Background: an optimization exercise with open tools, aiming at small area. Do not read the settings as production practice.
No run shown here included a check of the RTL's function; only the layout flow was run.
No activity file was given, so power comes from the tool's default toggle rates.

### flow/design.v
module sev_seg(
    input clk,
    input rst,
    input [2:0] min,
    input [2:0] sec_t,
    input [3:0] sec_u,
    output wire [3:0] IO_SSEG_SEL,
    output reg [6:0] IO_SSEG
);
    reg [1:0] current_LED;
    reg [2:0] counter;        
    reg [3:0] sel;
    reg [3:0] shown;
    reg [3:0] old_0;
    reg [2:0] old_1, old_2;
    reg seen;
    wire step = counter[2] & ~counter[1];   
    wire [1:0] next_LED = current_LED + step;
    always @(posedge clk) begin
      if (rst) begin
        counter <= 0;
        current_LED <= 0;
        sel <= 0;
        shown <= 4'd8;
        seen <= 0;
      end else begin
        counter <= {counter[1:0], ~counter[2]};
        current_LED <= next_LED;
        case (next_LED)
            2'd0: sel <= sec_u;
            2'd1: sel <= {1'b0, sec_t};
            2'd2: sel <= {1'b0, min};
            2'd3: sel <= 4'd0;
        endcase
        if (step) begin
            if (current_LED == 2'd3) seen <= 1'b1;
            case (current_LED)
                2'd3: shown <= old_0;
                2'd0: shown <= seen ? {1'b0, old_1} : 4'd8;
                2'd1: shown <= seen ? {1'b0, old_2} : 4'd8;
                2'd2: shown <= seen ? 4'd0 : 4'd8;
            endcase
        end else begin
            shown <= sel;
        end
      end
    end
    always @(posedge clk) begin
        if (step) begin
            case (current_LED)
                2'd0: old_0 <= sel;
                2'd1: old_1 <= sel[2:0];
                2'd2: old_2 <= sel[2:0];
                default: ;
            endcase
        end
    end
    assign IO_SSEG_SEL = (current_LED == 2'b00) ? 4'b1110 :
                         (current_LED == 2'b01) ? 4'b1101 :
                         (current_LED == 2'b10) ? 4'b1011 :
                         4'b0111;
    wire A = shown[3], B = shown[2], C = shown[1], D = shown[0];
    always @(*) begin
        IO_SSEG[0] = ~(A | C | (B & D) | (~B & ~D));
        IO_SSEG[1] = ~(~B | (~C & ~D) | (C & D));
        IO_SSEG[2] = ~(B | ~C | D);
        IO_SSEG[3] = ~((~B & ~D) | (C & ~D) | (B & ~C & D) | (~B & C));
        IO_SSEG[4] = ~((~B & ~D) | (C & ~D));
        IO_SSEG[5] = ~(A | (~C & ~D) | (B & ~C) | (B & ~D));
        IO_SSEG[6] = ~(A | (B & ~C) | (~B & C) | (C & ~D));
    end
endmodule
module timer(
    input clk,
    input rst,
    input IO_BTN_C, IO_BTN_L, IO_BTN_R,
    input [2:0] IO_SWITCH,
    output wire [6:0] IO_SSEG,
    output wire [3:0] IO_SSEG_SEL,
    output wire [15:0] IO_LED
);
    reg [9:0] counter;        
    reg [7:0] blink_counter;  
    reg [2:0] min;            
    reg [2:0] sec_t;          
    reg [3:0] sec_u;          
    reg [1:0] timer_state;    
    reg led;
    assign IO_LED = {16{led}};
    wire tick  = counter[9] & counter[8] & counter[7] & counter[6] & counter[5] & counter[3];
    wire blink = blink_counter[7] & blink_counter[6] & blink_counter[5] & blink_counter[4] &
                 blink_counter[3] & blink_counter[1];
    wire sec_zero = (sec_u == 4'd0) & (sec_t == 3'd0);
    wire min_zero = (min == 3'd0);
    sev_seg U00(
        .clk(clk),
        .rst(rst),
        .min(min),
        .sec_t(sec_t),
        .sec_u(sec_u),
        .IO_SSEG_SEL(IO_SSEG_SEL),
        .IO_SSEG(IO_SSEG)
    );
    always @(posedge clk) begin
      if (rst) begin
        counter <= 0;
        blink_counter <= 0;
        min <= 0; sec_t <= 0; sec_u <= 0;
        timer_state <= 0;
        led <= 1'b0;
      end else begin
        case (timer_state)
            2'b00: begin
                if (!IO_BTN_L && IO_BTN_C)
                    timer_state <= 2'b01;
                min <= IO_SWITCH[0] ? 3'd1 : IO_SWITCH[1] ? 3'd3 : IO_SWITCH[2] ? 3'd5 : 3'd0;
                sec_t <= 0; sec_u <= 0;
                led <= 1'b0;
            end
            2'b01: begin
                if (IO_BTN_R) begin
                    timer_state <= 2'b10;
                end else if (IO_BTN_L) begin
                    timer_state <= 2'b00;
                end else if (!tick) begin
                    counter <= counter + 1'b1;
                end else begin
                    counter <= 0;
                    if (!sec_zero) begin
                        if (sec_u == 4'd0) begin
                            sec_u <= 4'd9;
                            sec_t <= sec_t - 1'b1;
                        end else begin
                            sec_u <= sec_u - 1'b1;
                        end
                    end else if (!min_zero) begin
                        min <= min - 1'b1;
                        sec_t <= 3'd5; sec_u <= 4'd9;
                    end else begin
                        timer_state <= 2'b11;
                    end
                end
            end
            2'b10: begin
                if (IO_BTN_C)
                    timer_state <= 2'b01;
                else if (IO_BTN_L)
                    timer_state <= 2'b00;
            end
            2'b11: begin
                if (IO_BTN_L) begin
                    timer_state <= 2'b00;
                    led <= 1'b0;
                end else if (!blink) begin
                    blink_counter <= blink_counter + 1'b1;
                end else begin
                    blink_counter <= 0;
                    led <= ~led;
                end
            end
        endcase
      end
    end
endmodule
### flow/run.sh
#!/bin/bash
# synth_recipe.tcl (not shown) runs the flow's synth.tcl, then flattens the netlist and writes it again
# the make line also repeats each setting of config.mk as NAME=value (left out here)
make -C /OpenROAD-flow-scripts/flow DESIGN_CONFIG=/design/flow/config.mk WORK_HOME=/design/flow/orfs CLKGATE_MAP_FILE= SYNTH_SCRIPT=/design/flow/synth_recipe.tcl finish
### flow/config.mk
export PLATFORM = sky130hd
export DESIGN_NAME = timer
export DESIGN_NICKNAME = timer
export VERILOG_FILES = /design/flow/design.v
export SDC_FILE = /design/flow/constraint.sdc
export NUM_CORES = 4
export LEC_CHECK = 0
export CAP_MARGIN = 20
export CORE_MARGIN = 2
export CORE_UTILIZATION = 40
export PLACE_DENSITY = 0.6
export SLEW_MARGIN = 20
### flow/constraint.sdc
create_clock -name core_clock -period 10.0 [get_ports {clk}]
set_input_delay 2.0000 -clock core_clock [delete_from_list [all_inputs] [get_ports {clk}]]
set_output_delay 2.0000 -clock core_clock [all_outputs]
set_load 0.01 [all_outputs]
==> impl_metrics.yaml, run 1 <==
setup_path:
  crit_arrival_ns: 1.70
  crit_slowest_cell: "clkdlybuf4s50_1"
  cp.required_ns: 8.00
  r2r_slack_ns: 7.66
  path_max_fanout: 8
  start_kind: "flip-flop"
  worstSetupPathType: "reg -> out"
  worstPathCellList: "or2_2 > a21oi_1 > clkdlybuf4s50_1"
  endpoint: "IO_SSEG[6]"
  max_stage_delay_ns: 0.54
  reg2reg_from: "timer_state[1]"
  reg2reg_to: "sec_u[2]"
  crit_start: "U00.shown[1]"
  ff2ff_path_depth: 7
  cp-end-kind: "output pin"
route:
  avgViaCountPerCell: 5.13
  route.detailed.wl_per_inst_um: 12.3
  top_layer: "met4"
  drc_errors: 0
  vias: 2281
  wl_met1_um: 2660
  routed_wl_um: 5470
  firstDrtPassIters: 4
  route.met2.wl_um: 2550
  drt_first_iter_violations: 94
  antenna_left: 0
  wl_met3_um: 200
clocking:
  clock-sinks: 55
  cts_max_level: 2
  root_buffer: "clkbuf_8"
  cts_made_buffers: 5
  tritoncts: "built"
  clk_path_buf_depth: 2
  cts.clk_slew.worst_paths_ns: 0.10
  cts_setup_buffers: 0
  cts_resized: 0
  hold_buffers: 0
  clock_latency_ns: 0.31
sta:
  rsz0062_at_grt: "false"
  worst_pin_slew_ns: 0.524
  finalWorstSetupSlack_ns: 6.30
  fmaxAchievable_mhz: 270
  min_period_ns: 3.70
  fin_hold_ws_ns: 0.435
  skew_ns: 0.00736
  report.final.slew_viol_count: 0
  maxSlewHeadroom: 0.648
  period_share: 0.370
  tns_ns: 0
  finalHoldViolations: 0
  finalSetupViolations: 0
power:
  switching_share: 0.282
  p_total_mw: 0.430
  ir_worst_vdd_mv: 0.0672
  power_frac_seq: 0.553
  switchingPower_mw: 0.121
  power_frac_comb: 0.165
  power_density_nw_per_um2: 131
  p_int_mw: 0.309
  clockPowerShare: 0.282
  leakage_nw: 1.18
yosys:
  synth_cell_type_count: 53
  ys_seq_elements: 55
  synth_edf_count: 10
  yosysSeqAreaShare: 0.416
  yosysWarnings: 2
  synthArstFlopShare: 0
  avgSynthCellArea_um2: 8.64
  yosysTopAreaCellShare: 0.312
  ys.flop_type: "dfxtp_1"
  synth_nets: 355
  synthCells: 334
  syn_area_um2: 2890
  synth_top_area_cell: "dfxtp_1"
  synth_area_leaders: "dfxtp_1, edfxtp_1, nor2_1"
placement:
  dp.cells: 437
  globalplace.congestion: 0.791
  numPortBuffers: 34
  pre_cts_ws_ns: 6.08
  dp_hpwl_um: 4020
floorplanning:
  die_area_um2: 7910
  core_um2: 6910
  io_pins: 35
  die_w_um: 89.0
  rows: 30
  dieHeight_um: 89.0
  initial_core_util: 0.418
global_routing:
  grt_overflow_total: 0
  grt_usage: 0.147
  grt_pass1_vias: 2069
  grt_pass1_wl_um: 9310
  antenna_found_initial: 0
  grt_start_max_net_pins: 36
cells_and_area:
  stdcell_count: 445
  diodes: 0
  syn_to_final_growth_pct: 13.6
  nets: 369
  fill_cells: 685
  drive_above_1_share: 0.0688
flow_run:
  drv_cap: 0
hold_path:
  worst_hold_path_type: "reg -> reg"
outcome:
  outcome: "complete, no violations"
[logic make-up (layout without fill, tap and decap cells)]
family,Yosys count,after routing,share of synthesized area
xor gates and xnor gates,13,13,0.0394
AOI/OAI and AO/OA,62,62,0.133
adders and majority gates,13,13,0.0564
and+or+nand+nor,142,142,0.257
DFF,55,55,0.416
muxes,6,6,0.0212
buffers and inverters,43,58,0.0772
[registers in the layout, summed over array words and instances, names as in the netlist, 3 cells and up]
| register | cells |
|---|---|
| U00.old_2 | 3 |
| U00.old_1 | 3 |
| U00.shown | 4 |
| U00.counter | 3 |
| sec_u | 4 |
| blink_counter | 8 |
| counter | 10 |
| U00.sel | 4 |
| U00.old_0 | 4 |
| min | 3 |
| sec_t | 3 |
[Yosys cell counts (5+ instances only)]
| cell type | n |
|---|---|
| nor2_1 | 44 |
| nand2b_1 | 9 |
| nand2_1 | 28 |
| dfxtp_1 | 45 |
| nor2b_1 | 6 |
| nand3_1 | 11 |
| or2_2 | 5 |
| xor2_1 | 9 |
| nand4_1 | 7 |
| buf_4 | 16 |
| edfxtp_1 | 10 |
| ha_1 | 13 |
| a21oi_1 | 24 |
| mux2i_1 | 5 |
| o21ai_0 | 17 |
| nor3_1 | 6 |
| inv_1 | 13 |
| clkbuf_1 | 9 |
[layout make-up]
cell class | instances | area (µm²) | area share
multi-input combinational | 236 | 1460 | 0.446
sequential | 55 | 1200 | 0.366
timing repair buffer | 36 | 355 | 0.108
tap | 96 | 120 | 0.0366
clock buffer | 5 | 68.8 | 0.0210
inverter | 14 | 52.6 | 0.0160
clock inverter | 3 | 17.5 | 0.00534
[critical path: cells and delay by family, from the launching register on]
kind | cells | cell delay, ns
simple gates | 1 | 0.32
buf+inv | 1 | 0.54
flops | 1 | 0.39
compound gates | 1 | 0.14
[placed cells by master (no fill, tap or decap), drive strengths merged, types with 10 or more instances in the layout]
| cell type | instances |
|---|---|
| edfxtp | 10 |
| clkdlybuf4s50 | 34 |
| o21ai | 19 |
| ha | 13 |
| a21oi | 24 |
| nand2 | 28 |
| inv | 15 |
| nor2 | 44 |
| dfxtp | 45 |
| nand3 | 11 |
[through the flow]
stage	utilization	instance area [µm²]
2_1_floorplan	-	2890
3_3_place_gp	0.462	3190
3_5_place_dp	0.462	3190
4_1_cts	0.475	3280
5_1_grt	0.475	3280
6_report	0.475	3280
[worst min path at each step]
stage | startpoint | depth (start not counted) | slack [ns] | endpoint
after CTS | U00.counter[2] | 1 | 0.44 | U00.counter[0]
after global routing | U00.counter[0] | 1 | 0.46 | U00.counter[1]
final | U00.counter[2] | 1 | 0.44 | U00.counter[0]
after floorplan | U00.counter[2] | 1 | 0.39 | U00.counter[0]
after detailed placement | U00.counter[2] | 1 | 0.42 | U00.counter[0]
after global placement | U00.sel[3] | 0 | 0.41 | U00.old_0[3]
[layer usage]
layer	up-vias	global-route usage
met5	-	0
met4	0	0.0366
met3	4	0.0305
met2	41	0.246
met1	1071	0.195
li1	1165	-
[power by group through the flow]
| stage | Sequential (mW) | Combinational (mW) | Clock (mW) |
|---|---|---|---|
| 2_1_floorplan | 0.240 | 0.0535 | 0 |
| 3_3_place_gp | 0.243 | 0.0707 | 0 |
| 3_5_place_dp | 0.243 | 0.0711 | 0 |
| 4_1_cts | 0.238 | 0.0714 | 0.127 |
| 5_1_grt | 0.239 | 0.0799 | 0.136 |
| 6_report | 0.238 | 0.0711 | 0.121 |
==> inputs of run 2 (changes only) <==
--- a/flow/config.mk
+++ b/flow/config.mk
@@ -7,2 +7,3 @@
 export LEC_CHECK = 0
+export ABC_AREA = 1
 export CAP_MARGIN = 20
==> run 2 against run 1 <==
Core utilization decreased by 0.14 points. Largest cell class unchanged. Cell area increased by 5.3%. Synthesized cell count increased by 23%. Power increased by 75%. Critical endpoint is now counter[8]. Combinational power increased to 4.6 times the previous value. Routed wire length increased by 2.9%. First-iteration DRC count decreased by 7.4%. Largest power group is now combinational logic.
==> impl_metrics.yaml, run 2 <==
sta:
  fmaxAchievable_mhz: 264
  report.final.slew_viol_count: 0
  worst_pin_slew_ns: 0.553
  finalWorstSetupSlack_ns: 6.21
  period_share: 0.379
  min_period_ns: 3.79
  rsz0062_at_grt: "false"
  finalHoldViolations: 0
  finalSetupViolations: 0
  tns_ns: 0
  maxSlewHeadroom: 0.629
  skew_ns: 0.00849
flow_run:
  drv_cap: 0
clocking:
  cts.clk_slew.worst_paths_ns: 0.10
  hold_buffers: 0
  tritoncts: "built"
  cts_setup_buffers: 0
  root_buffer: "clkbuf_8"
  clock-sinks: 55
  cts_resized: 0
  clock_latency_ns: 0.31
  cts_max_level: 2
  clk_path_buf_depth: 2
  cts_made_buffers: 5
cells_and_area:
  diodes: 0
  fin_util: 0.473
  multiInputGateArea_um2: 1470
  fill_cells: 761
  nets: 450
  stdcell_count: 529
  final_cell_mix: "nand2_1, nor2_1, inv_1"
  syn_to_final_growth_pct: 13.6
  regArea_um2: 1200
  drive_above_1_share: 0.0814
  final_common_cell: "nand2_1"
  reg_top3: "counter x10, blink_counter x8"
  largest_register_ffs: 10
  largest_register: "counter"
setup_path:
  reg2reg_from: "timer_state[1]"
  worstSetupPathType: "in -> reg"
  cp.required_ns: 10.19
  crit_arrival_ns: 3.98
  cp-end-kind: "flip-flop"
  start_kind: "input port"
  r2r_slack_ns: 8.08
  ff2ff_path_depth: 9
  reg2reg_to: "sec_u[3]"
  path_max_fanout: 19
yosys:
  synth_commonest_cells: "nand2_1, nor2_1, inv_1"
  yosysWarnings: 2
  synth_top_area_cell: "dfxtp_1"
  synthArstFlopShare: 0
  yosys.cell_count.top_type: "nand2_1"
  yosysSeqAreaShare: 0.395
  synth_edf_count: 10
  avgSynthCellArea_um2: 7.41
  ys.flop_type: "dfxtp_1"
  yosysTopAreaCellShare: 0.297
  synth_area_leaders: "dfxtp_1, nand2_1, edfxtp_1"
  synth_cell_type_count: 38
  synth_nets: 431
  syn_area_um2: 3040
  ys_seq_elements: 55
  synthCells: 410
hold_path:
  worst_hold_path_type: "reg -> reg"
  hold_depth: 2
  hp-start: "U00.counter[0]"
  hold_end: "U00.counter[1]"
route:
  drt_first_iter_violations: 87
  antenna_left: 0
  vias: 2489
  drc_errors: 0
  avgViaCountPerCell: 4.71
  routed_wl_um: 5630
  firstDrtPassIters: 4
  route.detailed.wl_per_inst_um: 10.7
power:
  switchingPower_mw: 0.284
  switching_share: 0.376
  power_frac_comb: 0.430
  power_density_nw_per_um2: 218
  ir_worst_vdd_mv: 0.130
  p_int_mw: 0.470
  power_frac_seq: 0.373
  leakage_nw: 1.44
  p_total_mw: 0.754
  clockPowerShare: 0.197
outcome:
  outcome: "complete, no violations"
floorplanning:
  dieHeight_um: 91.2
  initial_core_util: 0.417
  io_pins: 35
  die_w_um: 91.2
  die_area_um2: 8310
  core_um2: 7290
  rows: 31
global_routing:
  grt_pass1_wl_um: 10000
  grt_pass1_vias: 2362
  grt_start_max_net_pins: 20
  antenna_found_initial: 0
  grt_usage: 0.145
  grt_overflow_total: 0
placement:
  dp.cells: 521
  numPortBuffers: 34
  globalplace.congestion: 0.797
  pre_cts_ws_ns: 5.80
  dp_hpwl_um: 4230
[run 2: cell count changes in the layout (fill, tap and decap cells not counted), sizes merged, moves of 6 or more]
| cell | before | now |
|---|---|---|
| inv | 15 | 51 |
| nand2 | 28 | 92 |
| nand2b | 9 | 0 |
| nand3 | 11 | 33 |
| nor2 | 44 | 69 |
| nor2b | 6 | 0 |
| o21ai | 19 | 7 |
[run 2: worst max-delay path by stage]
stage                 start          to  cells past startpoint
2_1_floorplan  U00.shown[1]  IO_SSEG[3]                      5
3_3_place_gp            rst  counter[8]                      4
3_5_place_dp            rst  counter[8]                      4
4_1_cts                 rst  counter[8]                      4
5_1_grt                 rst  counter[8]                      4
6_report                rst  counter[8]                      4
[run 2: power groups by stage]
stage	combinational (mW)	sequential, mW	clock [mW]
3_5_place_dp	0.325	0.287	0
5_1_grt	0.370	0.286	0.160
3_3_place_gp	0.324	0.287	0
2_1_floorplan	0.274	0.278	0
6_report	0.324	0.281	0.148
4_1_cts	0.327	0.282	0.153
[run 2: cell type report]
type | count | area share
clock buffers | 5 | 0.0199
clock inverters | 3 | 0.0123
inverters | 53 | 0.0591
multi-input cells | 280 | 0.426
flip-flops and latches | 55 | 0.348
well taps | 99 | 0.0359
repair buffers | 34 | 0.0986
[run 2: worst max-delay path, stage by stage]
cell	delay, ns
clkdlybuf4s50_1	0.81
clkinv_1	0.61
nand2_1	0.45
nor3_1	0.10
[run 2: cell families after synthesis]
logic type | Yosys count | share of synthesized area
flops | 55 | 0.395
buf+inv | 75 | 0.121
fa+ha+maj | 13 | 0.0535
simple gates | 221 | 0.335
xor+xnor | 8 | 0.0255
compound gates | 38 | 0.0700
[run 2: through the flow]
step | hold WS [ns] | cell area (µm²)
CTS | 0.418 | 3450
detailed placement | 0.402 | 3340
global route | 0.456 | 3450
floorplan | 0.388 | 3040
finish | 0.416 | 3450
global placement | 0.400 | 3340
[run 2: layer usage]
layer / vias up / track usage / share of wire
li1: 1329 / - / -
met1: 1120 / 0.177 / 0.48
met2: 38 / 0.252 / 0.47
met3: 2 / 0.0315 / 0.035
met4: 0 / 0.0492 / 0.0075
met5: - / 0 / 0
==> inputs of run 3 (changes only) <==
==> flow/flow/run.sh (new file) <==
#!/bin/bash
# The standard layout, with two changes to how it is made:
#  - ports are buffered with the smallest buffer (buf_1) instead of the
#    resizer's default choice
#  - clock tree synthesis clusters more sinks per buffer and inserts no
#    dummy loads
# Each tool's output stays in orfs/logs; the make output goes to flow.log.
set -euo pipefail
export BUFFER_PORTS_ARGS="-buffer_cell sky130_fd_sc_hd__buf_1"
export CTS_ARGS="-sink_clustering_enable -repair_clock_nets -dont_use_dummy_load -sink_clustering_size 30 -sink_clustering_max_diameter 100"
bash standard.sh > flow.log 2>&1
==> flow/standard.sh (new file) <==
#!/bin/bash
# synth_recipe.tcl (not shown) runs the flow's synth.tcl, then flattens the netlist and writes it again
# the make line also repeats each setting of config.mk as NAME=value (left out here)
make -C /OpenROAD-flow-scripts/flow DESIGN_CONFIG=/design/flow/config.mk WORK_HOME=/design/flow/orfs CLKGATE_MAP_FILE= SYNTH_SCRIPT=/design/flow/synth_recipe.tcl "${@:-finish}"
removed: flow/run.sh
==> run 3 against run 2 <==
Still clean. Count of clock-buffer cells in the layout is the same. Maximum frequency grew 4.2%. Worst hold slack lost 0.0037 ns. Critical path type unchanged. Largest cell class unchanged. Highest routed layer unchanged.
==> impl_metrics.yaml, run 3 <==
outcome:
  outcome: "complete, no violations"
setup_path:
  crit_arrival_ns: 3.82
  ff2ff_path_depth: 7
  r2r_slack_ns: 8.09
  crit_start: "rst"
  worstSetupPathType: "in -> reg"
  start_kind: "input port"
  path_max_fanout: 19
  cp-end-kind: "flip-flop"
  cp.required_ns: 10.18
  reg2reg_to: "counter[8]"
  reg2reg_from: "timer_state[1]"
power:
  power_density_nw_per_um2: 210
  ir_worst_vdd_mv: 0.0966
  leakage_nw: 1.34
cells_and_area:
  largest_register_ffs: 10
  drive_above_1_share: 0.0773
  nets: 450
  largest_register: "counter"
  final_cell_mix: "nand2_1, nor2_1, inv_1"
  stdcell_count: 526
  syn_to_final_growth_pct: 5.19
  final_common_cell: "nand2_1"
  reg_top3: "counter x10, blink_counter x8"
  diodes: 0
  fill_cells: 793
yosys:
  yosys.cell_count.top_type: "nand2_1"
  synth_edf_count: 10
  ys.flop_type: "dfxtp_1"
  synth_nets: 431
  yosys.area_share.simple: 0.335
  ys_seq_elements: 55
  avgSynthCellArea_um2: 7.41
  syn_area_um2: 3040
  synth_top_area_cell: "dfxtp_1"
  synth_commonest_cells: "nand2_1, nor2_1, inv_1"
  synth_compound_area_frac: 0.0700
  yosysTopAreaCellShare: 0.297
  synth_area_leaders: "dfxtp_1, nand2_1, edfxtp_1"
  synth-xor-area-share: 0.0255
  synth.area.mux_share: 0
  synthArstFlopShare: 0
  synth_cell_type_count: 38
  yosysSeqAreaShare: 0.395
  synthCells: 410
  synthAdderAreaFrac: 0.0535
  yosysWarnings: 2
  synth_top_family_by_area: "simple AND/OR/NAND/NOR gates"
placement:
  dp_hpwl_um: 4150
  numPortBuffers: 34
  dp.cells: 521
  pre_cts_ws_ns: 6.02
  globalplace.congestion: 0.797
route:
  avgViaCountPerCell: 4.70
  drc_errors: 0
  firstDrtPassIters: 4
  routed_wl_um: 5460
  route.detailed.wl_per_inst_um: 10.4
  drt_first_iter_violations: 90
  vias: 2471
  antenna_left: 0
clocking:
  clock_latency_ns: 0.30
  cts_max_level: 2
  cts.clk_slew.worst_paths_ns: 0.08
  cts_resized: 0
  clock-sinks: 55
  cts_setup_buffers: 0
  cts_made_buffers: 5
  hold_buffers: 0
  root_buffer: "clkbuf_8"
  tritoncts: "built"
  clk_path_buf_depth: 2
sta:
  period_share: 0.364
  finalWorstSetupSlack_ns: 6.36
  maxSlewHeadroom: 0.533
  finalSetupViolations: 0
  report.final.slew_viol_count: 0
  worst_pin_slew_ns: 0.701
  min_period_ns: 3.64
  fmaxAchievable_mhz: 275
  fin_hold_ws_ns: 0.412
  tns_ns: 0
  skew_ns: 0.00887
  finalHoldViolations: 0
  rsz0062_at_grt: "false"
floorplanning:
  initial_core_util: 0.417
  core_um2: 7290
  rows: 31
  io_pins: 35
  die_w_um: 91.2
  dieHeight_um: 91.2
  die_area_um2: 8310
global_routing:
  grt_pass1_wl_um: 9440
  grt_usage: 0.137
  grt_pass1_vias: 2151
  grt_start_max_net_pins: 20
  antenna_found_initial: 0
  grt_overflow_total: 0
hold_path:
  worst_hold_path_type: "reg -> reg"
  hp-start: "U00.counter[0]"
  hold_end: "U00.counter[1]"
  hold_depth: 2
flow_run:
  drv_cap: 0
run 3: cell counts after synthesis:
Identical to the previous run, type by type.
run 3: worst max-delay path by stage:
stage	endpoint	slack, ns	cells after the start
2_1_floorplan	IO_SSEG[3]	7.11	5
3_3_place_gp	counter[8]	6.04	4
3_5_place_dp	counter[8]	6.02	4
4_1_cts	counter[8]	6.35	4
5_1_grt	counter[8]	6.17	4
6_report	counter[8]	6.36	4
run 3: critical path, stage by stage:
cell	delay, ns
buf_1	0.52
clkinv_1	0.71
nand2_1	0.48
nor3_1	0.10
run 3: report_power, final:
group	switching, mW	internal, mW	total (mW)
combinational	0.180	0.102	0.282
sequential	0.0297	0.251	0.281
clock	0.0634	0.0453	0.109
run 3: area by class of cell:
class                      instances  area [µm²]  area share
multi-input combinational        280        1470       0.460
clock buffer                       5        68.8      0.0215
tap                               99         124      0.0388
inverter                          53         204      0.0638
timing repair buffer              34         128      0.0399
sequential                        55        1200       0.376
run 3: cell families (layout without fill, tap and decap cells):
logic type / count (synthesis) / count (layout)
compound gates: 38 / 38
xor+xnor: 8 / 8
fa+ha+maj: 13 / 13
buf+inv: 75 / 92
flops: 55 / 55
simple gates: 221 / 221
run 3: layer usage:
layer | vias to the layer above | routed length, µm | global-route usage
li1 | 1328 | - | -
met1 | 1094 | 2730 | 0.186
met2 | 40 | 2450 | 0.220
met3 | 9 | 202 | 0.0282
met4 | 0 | 78 | 0.0417
met5 | - | 0 | 0
run 3: per-stage QoR:
stage | cell area [µm²] | utilization | power (mW)
2_1_floorplan | 3040 | - | 0.551
3_3_place_gp | 3130 | 0.429 | 0.568
3_5_place_dp | 3130 | 0.429 | 0.569
4_1_cts | 3200 | 0.438 | 0.680
5_1_grt | 3200 | 0.438 | 0.735
6_report | 3200 | 0.438 | 0.672
==> inputs of run 4 (changes only) <==
--- a/flow/flow/run.sh
+++ b/flow/flow/run.sh
@@ -9,3 +9,3 @@
 export BUFFER_PORTS_ARGS="-buffer_cell sky130_fd_sc_hd__buf_1"
-export CTS_ARGS="-sink_clustering_enable -repair_clock_nets -dont_use_dummy_load -sink_clustering_size 30 -sink_clustering_max_diameter 100"
+export CTS_ARGS="-sink_clustering_enable -repair_clock_nets -dont_use_dummy_load -buf_list sky130_fd_sc_hd__clkbuf_16 -root_buf sky130_fd_sc_hd__clkbuf_16 -sink_clustering_size 60 -sink_clustering_max_diameter 300"
 bash standard.sh > flow.log 2>&1
--- a/flow/config.mk
+++ b/flow/config.mk
@@ -7,3 +7,2 @@
 export LEC_CHECK = 0
-export ABC_AREA = 1
 export CAP_MARGIN = 20
==> run 4 against run 3 <==
Still clean. Clock skew rose by 0.0026 ns. Sequential power down 15%. Core utilization up 1.1 points. Count of clock-buffer cells in the layout unchanged. Sequential cell count did not move. First-iteration DRC count grew 16%. Clock power is 45% higher. Worst setup slack better by 0.35 ns. Maximum frequency increased by 11%. Critical endpoint is now IO_SSEG_SEL[3]. Largest cell class unchanged.
==> impl_metrics.yaml, run 4 <==
setup_path:
  start_kind: "flip-flop"
  worstSetupPathType: "reg -> out"
  cpLargestDelayFamily: "flip-flops"
  worstPathCellList: "nand2_1 > buf_1"
  crit_buf_inv: 1
  path_max_fanout: 14
  crit_arrival_ns: 1.29
  max_stage_delay_ns: 0.65
  ff2ff_path_depth: 7
  cp.required_ns: 8.00
  reg2reg_to: "sec_u[2]"
  crit_start: "U00.current_LED[0]"
  cp-end-kind: "output pin"
  crit_slowest_cell: "dfxtp_1"
  reg2reg_from: "timer_state[1]"
  r2r_slack_ns: 7.64
route:
  vias: 2241
  antenna_left: 0
  drc_errors: 0
  top_layer: "met4"
  routed_wl_um: 5360
  wl_met1_um: 2650
  route.met2.wl_um: 2450
  firstDrtPassIters: 4
  wl_met3_um: 212
  drt_first_iter_violations: 104
  avgViaCountPerCell: 5.07
  route.detailed.wl_per_inst_um: 12.1
sta:
  worst_pin_slew_ns: 0.550
  skew_ns: 0.0114
  min_period_ns: 3.29
  tns_ns: 0
  fmaxAchievable_mhz: 304
  finalSetupViolations: 0
  report.final.slew_viol_count: 0
  period_share: 0.329
  fin_hold_ws_ns: 0.431
  rsz0062_at_grt: "false"
  finalHoldViolations: 0
  maxSlewHeadroom: 0.631
yosys:
  synth_area_leaders: "dfxtp_1, edfxtp_1, nor2_1"
  synthArstFlopShare: 0
  yosysSeqAreaShare: 0.416
  synthCells: 334
  avgSynthCellArea_um2: 8.64
  ys.flop_type: "dfxtp_1"
  synth_commonest_cells: "dfxtp_1, nor2_1, nand2_1"
  syn_area_um2: 2890
  yosys.cell_count.top_type: "dfxtp_1"
  yosysTopAreaCellShare: 0.312
  yosysWarnings: 2
  synth_cell_type_count: 53
  synth_top_area_cell: "dfxtp_1"
  synth_nets: 355
  synth_edf_count: 10
  ys_seq_elements: 55
global_routing:
  grt_start_max_net_pins: 36
  grt_pass1_vias: 2027
  antenna_found_initial: 0
  grt_overflow_total: 0
  grt_usage: 0.141
  grt_pass1_wl_um: 8970
clocking:
  clock_latency_ns: 0.29
  cts_resized: 0
  cts_max_level: 2
  clock-sinks: 55
  clk_path_buf_depth: 2
  root_buffer: "clkbuf_16"
  hold_buffers: 0
  cts_setup_buffers: 0
  cts_made_buffers: 5
  cts.clk_slew.worst_paths_ns: 0.07
  tritoncts: "built"
power:
  ir_worst_vdd_mv: 0.0869
  leakage_nw: 1.11
  clockPowerShare: 0.340
  power_frac_seq: 0.514
  power_frac_comb: 0.146
  power_density_nw_per_um2: 149
  switchingPower_mw: 0.118
  p_int_mw: 0.345
  switching_share: 0.255
cells_and_area:
  largest_register: "counter"
  final_area_um2: 3100
  reg_top3: "counter x10, blink_counter x8"
  syn_to_final_growth_pct: 7.54
  nets: 369
  final_common_cell: "dfxtp_1"
  final_cell_mix: "dfxtp_1, nor2_1, buf_1"
  drive_above_1_share: 0.0636
  largest_register_ffs: 10
  diodes: 0
floorplanning:
  io_pins: 35
  initial_core_util: 0.418
  die_w_um: 89.0
  dieHeight_um: 89.0
  die_area_um2: 7910
  rows: 30
  core_um2: 6910
hold_path:
  hold_depth: 1
  worst_hold_path_type: "reg -> reg"
  hp-start: "U00.counter[2]"
  hold_end: "U00.counter[0]"
placement:
  dpl-instance-area_um2: 2980
  dp_hpwl_um: 3940
  globalplace.congestion: 0.799
  numPortBuffers: 34
flow_run:
  drv_cap: 0
outcome:
  outcome: "complete, no violations"
==> run 4: through the flow <==
stage | worst slack [ns] | utilization | total power, mW | std cells
after floorplan | 6.71 | - | 0.294 | 334
after global placement | 6.50 | 0.431 | 0.310 | 437
after detailed placement | 6.45 | 0.431 | 0.311 | 437
after CTS | 6.66 | 0.449 | 0.468 | 442
after global routing | 6.50 | 0.449 | 0.485 | 442
final | 6.71 | 0.449 | 0.463 | 442
==> run 4: power groups by stage <==
stage	combinational, mW	sequential [mW]	clock (mW)
after floorplan	0.0535	0.240	0
after global placement	0.0667	0.243	0
after detailed placement	0.0680	0.243	0
after CTS	0.0683	0.238	0.162
after global routing	0.0771	0.239	0.169
final	0.0676	0.238	0.158
==> run 4: layout make-up <==
class,instances,area [µm²]
flip-flops and latches,55,1200
inverters,14,52.6
clock buffers,5,125
repair buffers,36,143
multi-input cells,236,1460
well taps,96,120
fillers,691,3800
==> run 4: cell families after synthesis <==
group | after synthesis | share of synthesized area
AND/OR/NAND/NOR | 142 | 0.257
AO/OA/AOI/OAI | 62 | 0.133
flip-flops | 55 | 0.416
buffers and inverters | 43 | 0.0772
XOR/XNOR | 13 | 0.0394
adder cells (fa/ha/maj) | 13 | 0.0564
multiplexers | 6 | 0.0212
==> run 4: worst max-delay path by stage <==
stage	endpoint	slack (ns)	cells after the start
2_1_floorplan	sec_u[2]	6.71	5
3_3_place_gp	sec_u[2]	6.50	6
3_5_place_dp	sec_u[2]	6.45	6
4_1_cts	IO_SSEG_SEL[3]	6.66	2
5_1_grt	min[0]	6.50	7
6_report	IO_SSEG_SEL[3]	6.71	2
==> run 4: per-layer routing <==
metal  up-vias  GRT usage
met5         -          0
met4         0     0.0326
met3         7     0.0277
met2        46      0.244
met1      1021      0.184
li1       1167          -
==> run 4: worst reg2reg max path: cells and delay by family, from the launching register on <==
kind,cells,cell delay (ns)
buf+inv,1,0.10
flops,1,0.34
fa+ha+maj,1,0.49
compound gates,1,0.33
simple gates,4,1.00
==> inputs of run 5 (changes only) <==
--- a/flow/flow/run.sh
+++ b/flow/flow/run.sh
@@ -9,3 +9,3 @@
 export BUFFER_PORTS_ARGS="-buffer_cell sky130_fd_sc_hd__buf_1"
-export CTS_ARGS="-sink_clustering_enable -repair_clock_nets -dont_use_dummy_load -buf_list sky130_fd_sc_hd__clkbuf_16 -root_buf sky130_fd_sc_hd__clkbuf_16 -sink_clustering_size 60 -sink_clustering_max_diameter 300"
+export CTS_ARGS="-sink_clustering_enable -repair_clock_nets -dont_use_dummy_load -buf_list sky130_fd_sc_hd__clkbuf_4 -root_buf sky130_fd_sc_hd__clkbuf_8 -sink_clustering_size 10 -sink_clustering_max_diameter 50"
 bash standard.sh > flow.log 2>&1
==> run 5 against run 4 <==
Global-route usage is 0.20 points lower. Core utilization decreased by 0.82 points. Clock power shrank 32%. Non-clock buffer count stayed put. Combinational power is essentially flat. Count of clock-buffer cells in the layout did not move. Sequential power barely moved. Critical path depth is the same. First-iteration DRC count fell by 12%. Worst hold slack improved by 0.0049 ns. Synthesized area is the same.
==> impl_metrics.yaml, run 5 <==
outcome:
  outcome: "complete, no violations"
setup_path:
  cpLargestDelayFamily: "flip-flops"
  worstSetupPathType: "reg -> out"
  reg2reg_from: "timer_state[1]"
  reg2reg_to: "sec_u[2]"
  worstPathCellList: "nand2_1 > buf_1"
  path_max_fanout: 14
  cp-end-kind: "output pin"
  crit_slowest_cell: "dfxtp_1"
  cp.required_ns: 8.00
  r2r_slack_ns: 7.65
  ff2ff_path_depth: 7
  cp.depth: 2
  crit_buf_inv: 1
  max_stage_delay_ns: 0.66
  crit_arrival_ns: 1.31
  start_kind: "flip-flop"
global_routing:
  grt_pass1_vias: 2012
  grt_start_max_net_pins: 36
  grt_pass1_wl_um: 8930
  grt_usage: 0.139
  grt_overflow_total: 0
  antenna_found_initial: 0
route:
  drc_errors: 0
  vias: 2219
  avgViaCountPerCell: 5.02
  route.detailed.wl_per_inst_um: 12.0
  drt_first_iter_violations: 92
  antenna_left: 0
  routed_wl_um: 5330
  firstDrtPassIters: 4
cells_and_area:
  drive_above_1_share: 0.0636
  nets: 369
  syn_to_final_growth_pct: 5.59
  final_common_cell: "dfxtp_1"
  fin_util: 0.441
  diodes: 0
  reg_top3: "counter x10, blink_counter x8"
  final_cell_mix: "dfxtp_1, nor2_1, buf_1"
  largest_register: "counter"
  largest_register_ffs: 10
power:
  ir_worst_vdd_mv: 0.0596
  leakage_nw: 1.08
  power_density_nw_per_um2: 136
sta:
  fmaxAchievable_mhz: 302
  skew_ns: 0.0216
  report.final.slew_viol_count: 0
  maxSlewHeadroom: 0.631
  period_share: 0.331
  finalSetupViolations: 0
  tns_ns: 0
  min_period_ns: 3.31
  finalHoldViolations: 0
  worst_pin_slew_ns: 0.549
  rsz0062_at_grt: "false"
clocking:
  cts_setup_buffers: 0
  clk_path_buf_depth: 2
  clock-sinks: 55
  cts_made_buffers: 5
  root_buffer: "clkbuf_8"
  tritoncts: "built"
  clock_latency_ns: 0.30
  cts_resized: 0
  cts_max_level: 2
  hold_buffers: 0
  cts.clk_slew.worst_paths_ns: 0.10
floorplanning:
  core_um2: 6910
  dieHeight_um: 89.0
  io_pins: 35
  initial_core_util: 0.418
  die_area_um2: 7910
  die_w_um: 89.0
  rows: 30
hold_path:
  hold_end: "U00.counter[0]"
  hold_depth: 1
  hp-start: "U00.counter[2]"
  worst_hold_path_type: "reg -> reg"
yosys:
  synth_top_area_cell: "dfxtp_1"
  yosysTopAreaCellShare: 0.312
  synth_commonest_cells: "dfxtp_1, nor2_1, nand2_1"
  synth_nets: 355
  yosys.cell_count.top_type: "dfxtp_1"
  synth_edf_count: 10
  yosysSeqAreaShare: 0.416
  ys.flop_type: "dfxtp_1"
  synthArstFlopShare: 0
  synth_cell_type_count: 53
  yosysWarnings: 2
  synthCells: 334
  syn_area_um2: 2890
  avgSynthCellArea_um2: 8.64
  synth_area_leaders: "dfxtp_1, edfxtp_1, nor2_1"
  ys_seq_elements: 55
flow_run:
  drv_cap: 0
placement:
  globalplace.congestion: 0.799
  dp_hpwl_um: 3940
  numPortBuffers: 34
## run 5: cells by family after synthesis
group	count (synthesis)	share of synthesized area
AND/OR/NAND/NOR	142	0.257
AO/OA/AOI/OAI	62	0.133
flip-flops	55	0.416
buffers and inverters	43	0.0772
XOR/XNOR	13	0.0394
adder cells (fa/ha/maj)	13	0.0564
multiplexers	6	0.0212
## run 5: final cells by class
cell class                      count  area (µm²)
Fill cell                         696        3860
Multi-Input combinational cell    236        1460
Sequential cell                    55        1200
Timing Repair Buffer               36         143
Tap cell                           96         120
Clock buffer                        5        68.8
Inverter                           14        52.6
## run 5: stage by stage
stage / setup WS, ns / hold WS, ns / instances / cell area (µm²) / power, mW
3_3_place_gp: 6.50 / 0.411 / 437 / 2980 / 0.310
6_report: 6.69 / 0.436 / 442 / 3050 / 0.413
4_1_cts: 6.63 / 0.432 / 442 / 3050 / 0.419
5_1_grt: 6.51 / 0.458 / 442 / 3050 / 0.436
2_1_floorplan: 6.71 / 0.394 / 334 / 2890 / 0.294
3_5_place_dp: 6.45 / 0.420 / 437 / 2980 / 0.311
## run 5: worst max-delay path by stage
stage | from | to | slack (ns)
floorplan | IO_BTN_L | sec_u[2] | 6.71
global placement | IO_BTN_L | sec_u[2] | 6.50
detailed placement | IO_BTN_L | sec_u[2] | 6.45
CTS | U00.current_LED[0] | IO_SSEG_SEL[3] | 6.63
global route | IO_BTN_L | min[0] | 6.51
finish | U00.current_LED[0] | IO_SSEG_SEL[3] | 6.69
## run 5: per-layer routing
layer  wire length, µm  global-route usage
met4                13              0.0204
met5                 0                   0
met2              2430               0.240
met3               200              0.0277
met1              2680               0.186
## run 5: power by group
part | internal, mW | switching (mW) | leakage (nW)
registers | 0.231 | 0.00662 | 0.456
clock network | 0.0454 | 0.0626 | 0.0359
logic | 0.0251 | 0.0426 | 0.591
==> inputs of run 6 (changes only) <==
--- a/flow/flow/run.sh
+++ b/flow/flow/run.sh
@@ -9,3 +9,3 @@
 export BUFFER_PORTS_ARGS="-buffer_cell sky130_fd_sc_hd__buf_1"
-export CTS_ARGS="-sink_clustering_enable -repair_clock_nets -dont_use_dummy_load -buf_list sky130_fd_sc_hd__clkbuf_4 -root_buf sky130_fd_sc_hd__clkbuf_8 -sink_clustering_size 10 -sink_clustering_max_diameter 50"
+export CTS_ARGS="-sink_clustering_enable -repair_clock_nets -dont_use_dummy_load -buf_list sky130_fd_sc_hd__clkbuf_4 -root_buf sky130_fd_sc_hd__clkbuf_8 -tree_buf sky130_fd_sc_hd__clkbuf_4"
 bash standard.sh > flow.log 2>&1
==> run 6 against run 5 <==
Worst hold slack is the same. Highest routed layer unchanged. Largest cell class unchanged. Combinational power is essentially flat. Critical path type unchanged. Synthesized cell count is the same. Largest power group unchanged. Via count is the same. Count of clock-buffer cells in the layout is the same. Sequential power is essentially flat. Clock power is essentially flat. Power is the same. Worst setup slack is the same. First-iteration DRC count is the same.
==> impl_metrics.yaml, run 6 <==
setup_path:
  start_kind: "flip-flop"
  worstPathCellList: "nand2_1 > buf_1"
  r2r_slack_ns: 7.65
  worstSetupPathType: "reg -> out"
  crit_buf_inv: 1
  cp.required_ns: 8.00
  crit_slowest_cell: "dfxtp_1"
  cpLargestDelayFamily: "flip-flops"
  crit_arrival_ns: 1.31
  max_stage_delay_ns: 0.66
  path_max_fanout: 14
  cp-end-kind: "output pin"
floorplanning:
  core_um2: 6910
  io_pins: 35
  die_area_um2: 7910
  initial_core_util: 0.418
  dieHeight_um: 89.0
  rows: 30
  die_w_um: 89.0
yosys:
  synthArstFlopShare: 0
  ys_seq_elements: 55
  syn_area_um2: 2890
  synth_commonest_cells: "dfxtp_1, nor2_1, nand2_1"
  yosysWarnings: 2
  synth_top_area_cell: "dfxtp_1"
  synth_area_leaders: "dfxtp_1, edfxtp_1, nor2_1"
  yosys.cell_count.top_type: "dfxtp_1"
  avgSynthCellArea_um2: 8.64
  synth_edf_count: 10
  yosysSeqAreaShare: 0.416
  ys.flop_type: "dfxtp_1"
  synthCells: 334
  synth_cell_type_count: 53
  yosysTopAreaCellShare: 0.312
  synth_nets: 355
global_routing:
  grt_overflow_total: 0
  grt_start_max_net_pins: 36
  grt_pass1_vias: 2012
  grt_pass1_wl_um: 8930
  grt_usage: 0.139
  antenna_found_initial: 0
power:
  power_frac_seq: 0.575
  p_int_mw: 0.302
  power_frac_comb: 0.164
  power_density_nw_per_um2: 136
  ir_worst_vdd_mv: 0.0596
  leakage_nw: 1.08
  switchingPower_mw: 0.112
  switching_share: 0.270
  clockPowerShare: 0.261
route:
  route.detailed.wl_per_inst_um: 12.0
  drt_first_iter_violations: 92
  drc_errors: 0
  avgViaCountPerCell: 5.02
  routed_wl_um: 5330
  firstDrtPassIters: 4
  antenna_left: 0
  vias: 2219
sta:
  finalHoldViolations: 0
  finalWorstSetupSlack_ns: 6.69
  fmaxAchievable_mhz: 302
  tns_ns: 0
  report.final.slew_viol_count: 0
  maxSlewHeadroom: 0.631
  min_period_ns: 3.31
  rsz0062_at_grt: "false"
  period_share: 0.331
  worst_pin_slew_ns: 0.549
  skew_ns: 0.0216
  finalSetupViolations: 0
clocking:
  cts_setup_buffers: 0
  clk_path_buf_depth: 2
  clock-sinks: 55
  hold_buffers: 0
  cts_max_level: 2
  cts_resized: 0
  tritoncts: "built"
  cts_made_buffers: 5
  root_buffer: "clkbuf_8"
  clock_latency_ns: 0.30
  cts.clk_slew.worst_paths_ns: 0.10
cells_and_area:
  regArea_um2: 1200
  diodes: 0
  drive_above_1_share: 0.0636
  multiInputGateArea_um2: 1460
  fill_cells: 696
  reg_top3: "counter x10, blink_counter x8"
  final_cell_mix: "dfxtp_1, nor2_1, buf_1"
  nets: 369
  largest_register: "counter"
  syn_to_final_growth_pct: 5.59
  largest_register_ffs: 10
  final_common_cell: "dfxtp_1"
placement:
  dp_hpwl_um: 3940
  globalplace.congestion: 0.799
  pre_cts_ws_ns: 6.45
  numPortBuffers: 34
flow_run:
  drv_cap: 0
hold_path:
  worst_hold_path_type: "reg -> reg"
outcome:
  outcome: "complete, no violations"
==> run 6: cell counts after synthesis <==
Identical to the previous run, type by type.
==> run 6: power groups by stage <==
stage / sequential (mW) / combinational (mW) / clock [mW]
6_report: 0.238 / 0.0677 / 0.108
5_1_grt: 0.239 / 0.0770 / 0.121
4_1_cts: 0.238 / 0.0683 / 0.113
3_5_place_dp: 0.243 / 0.0680 / 0
3_3_place_gp: 0.243 / 0.0667 / 0
2_1_floorplan: 0.240 / 0.0535 / 0
==> run 6: worst paths after layout <==
check,startpoint,endpoint,depth (start not counted)
max,U00.current_LED[0],IO_SSEG_SEL[3],2
min,U00.counter[2],U00.counter[0],1
max reg2reg,timer_state[1],sec_u[2],7
min reg2reg,U00.counter[2],U00.counter[0],1
==> run 6: cells by family (layout without fill, tap and decap cells) <==
family,count (synthesis),after routing,synth area share
simple gates,142,142,0.257
xor+xnor,13,13,0.0394
compound gates,62,62,0.133
mux,6,6,0.0212
flops,55,55,0.416
buf+inv,43,55,0.0772
fa+ha+maj,13,13,0.0564
==> run 6: final cells by class <==
type,count,share of cell area
multi-input combinational,236,0.480
timing repair buffer,36,0.0468
tap,96,0.0394
sequential,55,0.394
clock buffer,5,0.0226
inverter,14,0.0172
==> run 6: per-stage QoR <==
stage	area (µm²)	hold WS, ns	std cells	total power [mW]	util
after CTS	3050	0.432	442	0.419	0.441
after global routing	3050	0.458	442	0.436	0.441
final	3050	0.436	442	0.413	0.441
after global placement	2980	0.411	437	0.310	0.431
after detailed placement	2980	0.420	437	0.311	0.431
after floorplan	2890	0.394	334	0.294	-
==> run 6: per-layer routing <==
metal  up-vias  GRT usage  part of all wire
met5         -          0                 0
met4         0     0.0204            0.0024
met1      1013      0.186              0.50
li1       1166          -                 -
met2        38      0.240              0.46
met3         2     0.0277             0.038

re-timing with driven ports:
In the flow no input, the clock included, has a driving cell. The finished layouts below were timed again as built, in two steps.
Step 1, drivers: a clkbuf_16 drives clk and a buf_2 each remaining input, both assumed.
Step 2 adds t to the input delays and takes it off the output delays; t is the mean of the earliest and latest rising clock arrival at the registers after step 1. Input paths then give back, and output paths get back, about the clock's delay inside the block.
a / b / c = ideal / step 1 / step 2; a / b = the first two.
run	t, ns	setup WS [ns]	worst setup path after step 2	cell pins on the clock port's net
run 1	0.334	6.303 / 6.272 / 6.082	input to register	1
run 2	0.332	6.209 / 6.210 / 5.878	input to register	1
run 3	0.327	6.360 / 6.364 / 6.038	input to register	1
run 4	0.313	6.707 / 6.677 / 6.438	input to register	1
run 5	0.313	6.688 / 6.662 / 6.446	input to register	1
run 6	0.313	6.688 / 6.662 / 6.446	input to register	1
After both steps every run listed still meets setup and hold. The setup slack of run 2, which loses most, moves by +0.001 ns with the drivers and by -0.331 ns with both steps.
